Source: an optimization exercise on an open RTL-to-GDS flow (aim: small area, a short achievable clock period and few clock cycles per item). Production flows keep margins and buffers that such runs may drop.
The RTL was checked by simulation tests, not by an equivalence proof against the original design.
Power figures rest on the tool's default switching activity, not on a simulated workload.

==> module alu, before the edit <==
module alu(
    clk,
    reset,
    inA,
    inB,
    opcode,
    result,
    extra_result,
    PStart,
    PDone
    );
    input              clk, reset;
    input      [31:0]  inA, inB;
    input      [2:0]   opcode;
    output     [31:0]  result, extra_result;
    input              PStart;
    output reg         PDone;
    localparam ADD = 3'd0, SUB = 3'd1, OR = 3'd2, AND = 3'd3,
               NOT = 3'd4, MUL = 3'd5, SLL = 3'd6, SRL = 3'd7;
    reg  [3:0]  cnt;         
    reg  [31:0] ar;          
    reg  [4:0]  shr;         
    reg  [2:0]  opr;         
    reg         mulf, subf;
    reg  [5:0]  bctl;        
    reg         neg0;        
    reg  [33:0] acc;         
    reg  [31:0] lo;          
    assign result       = lo;
    assign extra_result = acc[31:0];
    wire c0 = (cnt == 4'd0);
    wire c7 = (cnt == 4'd7);
    wire in_mul   = (opcode == MUL);
    wire in_sub   = (opcode == SUB);
    wire in_not   = (opcode == NOT);
    wire in_logic = (opcode == OR) | (opcode == AND) | in_not;
    always @(posedge clk or posedge reset) begin
        if (reset) begin
            cnt   <= 4'd0;
            PDone <= 1'b0;
        end else begin
            cnt   <= PStart ? cnt + 4'd1 : 4'd0;
            PDone <= PStart & (c0 ? in_logic : mulf ? (cnt == 4'd8) : (cnt == 4'd1));
        end
    end
    function [5:0] booth2;
        input [4:0] w;
        begin
            booth2[0] = w[1] ^ w[0];
            booth2[1] = (w[2] & ~w[1] & ~w[0]) | (~w[2] & w[1] & w[0]);
            booth2[2] = w[2];
            booth2[3] = w[3] ^ w[2];
            booth2[4] = (w[4] & ~w[3] & ~w[2]) | (~w[4] & w[3] & w[2]);
            booth2[5] = w[4];
        end
    endfunction
    always @(posedge clk) begin
        ar   <= inA;
        shr  <= inB[4:0];
        opr  <= opcode;
        mulf <= in_mul;
        subf <= in_sub;
        if (c0) begin
            bctl <= in_mul ? booth2({inB[4:1], 1'b0}) : 6'd0;
            neg0 <= in_mul ? inB[2] : in_sub;
        end else begin
            bctl <= mulf ? booth2({lo[8] & ~c7, lo[7:4]}) : 6'd0;
            neg0 <= mulf ? lo[6] : subf;
        end
    end
    wire one0 = bctl[0], two0 = bctl[1];
    wire one1 = bctl[3], two1 = bctl[4], n1 = bctl[5];
    wire [37:0] a1 = {5'd0, ar, 1'b0};
    wire [37:0] a2 = {4'd0, ar, 2'b0};
    wire [37:0] bb = {6'd0, lo & {32{~mulf}}};
    wire [37:0] q0 = (({38{one0}} & a1) | ({38{two0}} & a2) | bb) ^ {38{neg0}};
    wire [34:0] s1 = ({35{one1}} & {3'd0, ar}) | ({35{two1}} & {2'd0, ar, 1'b0});
    wire [37:0] q1 = {s1 ^ {35{n1}}, {3{n1}}};
    wire [37:0] f  = {{4{acc[33]}}, acc};
    wire [37:0] cs = f ^ q0 ^ q1;
    wire [37:0] cc = (f & q0) | (f & q1) | (q0 & q1);
    wire [38:0] tt = {cs, 1'b1} + {cc[36:0], neg0, n1};
    wire [37:0] t  = tt[38:1];
    wire [4:0]  sh  = shr;
    wire [4:0]  rot_amt = opr[0] ? (5'd0 - sh) : sh;
    wire [31:0] r0 = rot_amt[0] ? {ar[30:0], ar[31]}     : ar;
    wire [31:0] r1 = rot_amt[1] ? {r0[29:0], r0[31:30]}  : r0;
    wire [31:0] r2 = rot_amt[2] ? {r1[27:0], r1[31:28]}  : r1;
    wire [31:0] r3 = rot_amt[3] ? {r2[23:0], r2[31:24]}  : r2;
    wire [31:0] rot = rot_amt[4] ? {r3[15:0], r3[31:16]} : r3;
    wire [31:0] mask_l = 32'hffffffff << sh;
    wire [31:0] mask_r = 32'hffffffff >> sh;
    reg [31:0] lo0;
    always @* begin
        case (opcode)
            OR:      lo0 = inA | inB;
            AND:     lo0 = inA & inB;
            NOT:     lo0 = ~inA;
            default: lo0 = inB;
        endcase
    end
    wire [33:0] acc0 = in_not ? {34{1'b1}} :
                       in_logic ? 34'd0 : {2'b00, inA & {32{~in_mul | inB[0]}}};
    reg [31:0] nlo;
    reg [33:0] nacc;
    always @* begin
        case (opr)
            MUL: begin nlo = {t[3:0], lo[31:4]}; nacc = t[37:4];      end
            SLL: begin nlo = rot & mask_l;   nacc = {2'b00, rot & ~mask_l}; end
            SRL: begin nlo = rot & mask_r;   nacc = 34'd0;            end
            SUB: begin nlo = t[31:0];        nacc = {34{t[32]}};      end
            default: begin nlo = t[31:0];    nacc = {33'd0, t[32]};   end
        endcase
    end
    always @(posedge clk) begin
        lo  <= c0 ? lo0 : nlo;
        acc <= c0 ? acc0 : nacc;
    end
endmodule
==> flow/config.mk <==
export PLATFORM = sky130hd
export DESIGN_NAME = alu
export DESIGN_NICKNAME = alu
export VERILOG_FILES = /design/flow/design.v
export SDC_FILE = /design/flow/constraint.sdc
export NUM_CORES = 4
export LEC_CHECK = 0
export ABC_AREA = 1
export CAP_MARGIN = 20
export CORE_MARGIN = 2
export CORE_UTILIZATION = 40
export PLACE_DENSITY = 0.6
export SLEW_MARGIN = 20
==> flow/constraint.sdc <==
create_clock -name core_clock -period 16.0 [get_ports {clk}]
set_input_delay 3.2000 -clock core_clock [delete_from_list [all_inputs] [get_ports {clk}]]
set_output_delay 3.2000 -clock core_clock [all_outputs]
set_load 0.01 [all_outputs]
standard.sh (not shown) runs the stock make flow with config.mk's settings and CLKGATE_MAP_FILE= SYNTH_SCRIPT=/design/flow/synth_recipe.tcl, a recipe that flattens the netlist after the stock synthesis.
==> flow/flow/run.sh <==
#!/bin/bash
# The standard layout, with three changes to how it is made (the clock period
# and the constraints are unchanged):
# - timing repair is asked to reach a setup slack of SETUP_SLACK_MARGIN ns;
# - the port buffers are buf_2 cells (the default pick is a slow delay buffer);
# - clock tree synthesis inserts no dummy loads.
set -euo pipefail
cd "$(dirname "$0")/.."
bash standard.sh SETUP_SLACK_MARGIN=11.8 \
  "BUFFER_PORTS_ARGS=-buffer_cell sky130_fd_sc_hd__buf_2" \
  "CTS_ARGS=-sink_clustering_enable -repair_clock_nets -dont_use_dummy_load" \
  finish > standard_flow.log 2>&1
Testbench counts at the start, summed over its fixed seeds: cycles 21,722, ops 4,800.
Rerun with:
--- a/flow/design.v
+++ b/flow/design.v
@@ -102,6 +102,17 @@
     end
     wire [33:0] acc0 = in_not ? {34{1'b1}} :
                        in_logic ? 34'd0 : {2'b00, inA & {32{~in_mul | inB[0]}}};
+    wire [31:0] tsx;
+    genvar gi;
+    generate
+        for (gi = 0; gi < 32; gi = gi + 1) begin : g_sx
+            if (gi == 0) begin : g0
+                assign tsx[gi] = t[32];
+            end else begin : gn
+                assign tsx[gi] = t[33 + (gi - 1) % 5];
+            end
+        end
+    endgenerate
     reg [31:0] nlo;
     reg [33:0] nacc;
     always @* begin
@@ -109,8 +120,7 @@
             MUL: begin nlo = {t[3:0], lo[31:4]}; nacc = t[37:4];      end
             SLL: begin nlo = rot & mask_l;   nacc = {2'b00, rot & ~mask_l}; end
             SRL: begin nlo = rot & mask_r;   nacc = 34'd0;            end
-            SUB: begin nlo = t[31:0];        nacc = {34{t[32]}};      end
-            default: begin nlo = t[31:0];    nacc = {33'd0, t[32]};   end
+            default: begin nlo = t[31:0];    nacc = {2'b00, tsx};     end
         endcase
     end
     always @(posedge clk) begin
Outcome:
- The new run finished clean
- setup slack improved by 0.015 ns
- flip-flop and latch count stays the same
- power fell by 1.6%
- synthesized cell count grows by 0.49%
- cell area drops by about 0.9%
- wire length decreases by 0.48%
- critical path depth stays the same
- global-route usage came out higher by 0.33 points
- clock-buffer cell count does not change
- clock skew is about the same
- non-clock buffer count drops by 2
- first-iteration DRC count drops by 14%
- cell count goes up by about 0.5%
Testbench counts after the change, summed over its fixed seeds: cycles 21,722, ops 4,800.

[what the ideal ports hide]
Ports are ideal in the flow. The routed layouts listed here were re-timed in OpenROAD. Step 1, drivers: a clkbuf_16 drives clk and a buf_2 each remaining input, both assumed. Step 2 adds t to the input delays and takes it off the output delays; t is the mean of the earliest and latest rising clock arrival at the registers after step 1. Input paths then give back, and output paths get back, about the clock's delay inside the block. Slacks: ideal ports / drivers / drivers and shift; pairs: ideal ports / drivers.
| run | shift t [ns] | slack for setup (ns) | worst register clock-pin slew, ns |
|---|---|---|---|
| the first run | 0.475 | 11.771 / 11.719 / 11.353 | 0.07 / 0.07 |
| the second run | 0.471 | 11.786 / 11.732 / 11.367 | 0.06 / 0.06 |
After both steps setup and hold are still met in every run listed. The setup slack of the second run, which loses most, moves by -0.054 ns with the drivers and by -0.419 ns with both steps.
